This is an optimization exercise on Yosys and OpenROAD, whose aim is small area and a short achievable clock period, not a production implementation. The RTL was checked by simulation tests, not by an equivalence proof against the original design. No driver is modelled on the clock port, so clock power and skew are understated where the tree is cut down; a real chip needs a root buffer or a tree. Power figures rest on the tool's default switching activity, not on a simulated workload.

Design APB_Slave, start of the top module:
module APB_Slave
(
    input               PCLK,
    input               PRESETn,
    input               PENABLE,
    input        [7:0]  PADDR,
    input               PWRITE,
    input               PSEL,
    input        [31:0] PWDATA,
    output reg   [31:0] PRDATA,
    output reg          PREADY
);
For scale: roughly 8300 flip-flops, ~78 I/O pins.
clock: 12.0 ns
lec_check: 0
cap_margin: 30
core_margin: 2
core_utilization: 55
setup_slack_margin: 2.0
slew_margin: 35
synth_hierarchical: 1
synth_memory_max_bits: 8192
synth_minimum_keep_size: 0
run.sh (not shown) runs the stock make flow with config.mk's settings and CLKGATE_MAP_FILE= SYNTH_SCRIPT=/design/flow/synth_recipe.tcl, a recipe that flattens the netlist after the stock synthesis.
Then changed:
Settings changed: CAP_MARGIN 30 to 20, CORE_UTILIZATION 55 to 50, SETUP_SLACK_MARGIN 2.0 to 3.0, SLEW_MARGIN 35 to 20.
This time the run finished but failed the layout checks on antenna violations. Hold slack gains 0.0074 ns. Setup slack degrades by 0.76 ns. First-iteration DRC count is lower by 16%. Register-to-register slack is better by 0.69 ns. Die area goes up by 9.9%. Sequential share of layout area is about the same.
Then changed:
Settings changed: CORE_UTILIZATION 50 to 60, SETUP_SLACK_MARGIN 3.0 to 2.0.
The new run ran to the end with violations: antenna violations, max-slew violations. Non-clock buffer count is lower by 23. Cell count is lower by 3.3%. Utilization is higher by 12 points. Register-to-register slack gets worse by 0.42 ns. Sequential share of layout area is higher by 0.41 points. Design area is lower by about 0.9%.
Then changed:
Settings changed: CORE_UTILIZATION 60 to 55, SETUP_SLACK_MARGIN 2.0 to 3.0.
Result: This time the run finished but failed the layout checks on antenna violations; cell area went up by about 0.44%; count of clock-buffer cells in the layout went down by 9; power hardly moves; critical path depth went down by 7; die area went up by about 9%; routed wire length went up by about 4.6%; utilization went down by 6.0 points; clock power stays flat; cell count went up by about 1.5%; synthesized area does not change; worst hold slack gains 0.047 ns.

---

Another version of the RTL of APB_Slave (not shown whole).
Size in the first run: roughly 23000 cells after synthesis, roughly 78 I/O pins.
==> flow/design.v (excerpt) <==
module APB_Slave
(
    input               PCLK,
    input               PRESETn,
    input               PENABLE,
    input        [7:0]  PADDR,
    input               PWRITE,
    input               PSEL,
    input        [31:0] PWDATA,
    output reg   [31:0] PRDATA,
    output reg          PREADY
);
reg         setup;         
reg  [7:0]  temp_addr;
reg  [31:0] temp_data;
reg         temp_write;
reg         wr_pend;       
reg         ph;            
reg  [8191:0] mem;         
genvar r, b;
wire [43:0] eq;
generate
    for (b = 0; b < 32; b = b + 1) begin : eqd
        apb_xnor2 u (.a(PWDATA[b]), .b(temp_data[b]), .y(eq[b]));
    end
    for (b = 0; b < 8; b = b + 1) begin : eqa
        apb_xnor2 u (.a(PADDR[b]), .b(temp_addr[b]), .y(eq[32+b]));
    end
endgenerate
apb_xnor2 eqw (.a(PWRITE), .b(temp_write), .y(eq[40]));
assign eq[41] = PSEL;
assign eq[42] = PENABLE;
assign eq[43] = setup;
wire [10:0] m1;    
wire [2:0]  m2;    
wire        match_n;
generate
    for (b = 0; b < 11; b = b + 1) begin : mt1
        apb_nand4 u (.a(eq[4*b]), .b(eq[4*b+1]), .c(eq[4*b+2]), .d(eq[4*b+3]), .y(m1[b]));
    end
endgenerate
apb_nor4 mt2a (.a(m1[0]), .b(m1[1]), .c(m1[2]), .d(m1[3]), .y(m2[0]));
apb_nor4 mt2b (.a(m1[4]), .b(m1[5]), .c(m1[6]), .d(m1[7]), .y(m2[1]));
apb_nor3 mt2c (.a(m1[8]), .b(m1[9]), .c(m1[10]), .y(m2[2]));
apb_nand3 mt3 (.a(m2[0]), .b(m2[1]), .c(m2[2]), .y(match_n));
  ...
export LEC_CHECK = 0
export CAP_MARGIN = 30
export CORE_MARGIN = 2
export CORE_UTILIZATION = 70
export SETUP_SLACK_MARGIN = 3.0
export SLEW_MARGIN = 40
export SYNTH_HIERARCHICAL = 1
export SYNTH_MEMORY_MAX_BITS = 8192
export SYNTH_MINIMUM_KEEP_SIZE = 0
create_clock -name core_clock -period 12.0 [get_ports {PCLK}]
standard.sh (not shown) runs the stock make flow with config.mk's settings and CLKGATE_MAP_FILE= SYNTH_SCRIPT=/design/flow/synth_recipe.tcl, a recipe that flattens the netlist after the stock synthesis.
==> flow/flow/run.sh <==
#!/bin/bash
# Own layout flow: ORFS's standard steps, except
# * the clock tree is built by flow/ctsgen.py (one balanced tree whose leaf
#   drivers invert the clock for the posedge flip-flops), in place of one
#   cloned clock inverter per register plus TritonCTS;
# * the read tree's nor4 cells are sized down before floorplan;
# * port buffers are buf_4 cells; all ports on the bottom edge;
# * registers that drive outputs sit next to their port buffers, and wr_pend
#   next to its D logic (ctsgen.py).
set -euo pipefail
here=$(pwd)
res=$here/orfs/results/sky130hd/APB_Slave/base
export CTS_PULL_D=wr_pend CTS_SPLIT=4,4,4,2 CTS_DRV=clkinv_16,inv_12,inv_8,inv_4 CTS_K=22 CTS_KN=8 \
       CTS_LEAF_INV=inv_8 CTS_LEAF_BUF=clkbuf_8 CTS_LEAFN_INV=clkinv_4 CTS_LEAFN_BUF=buf_8
bash standard.sh synth > synth.log 2>&1
bash standard.sh PRE_FLOORPLAN_TCL=$here/flow/pre_floorplan.tcl \
  BUFFER_PORTS_ARGS="-buffer_cell sky130_fd_sc_hd__buf_4" PRE_IO_PLACEMENT_TCL=$here/flow/io.tcl floorplan place > floorplan_place.log 2>&1
cp $res/3_place.odb $res/3_place_noclk.odb
openroad -python -no_init -exit $here/flow/ctsgen.py $res/3_place_noclk.odb $res/3_place.odb > ctsgen.log 2>&1
bash standard.sh PRE_CTS_TCL=$here/flow/pre_cts.tcl finish > cts_route_finish.log 2>&1
Other scripts of this flow, unchanged in this note and not shown: flow/flow/ctsgen.py, flow/flow/io.tcl, flow/flow/pre_cts.tcl, flow/flow/pre_floorplan.tcl
Rerun with:
SLEW_MARGIN = 25   (was 40)
Wire length hardly moves. Setup slack is better by 0.015 ns. Power stays flat. Cell count barely changes. Via count hardly moves. Core utilization is lower by 0.44 points. Sequential power is about the same. Die area stays the same.
In every run of this note, the design's own scripts or RTL, not TritonCTS, make the clock network.
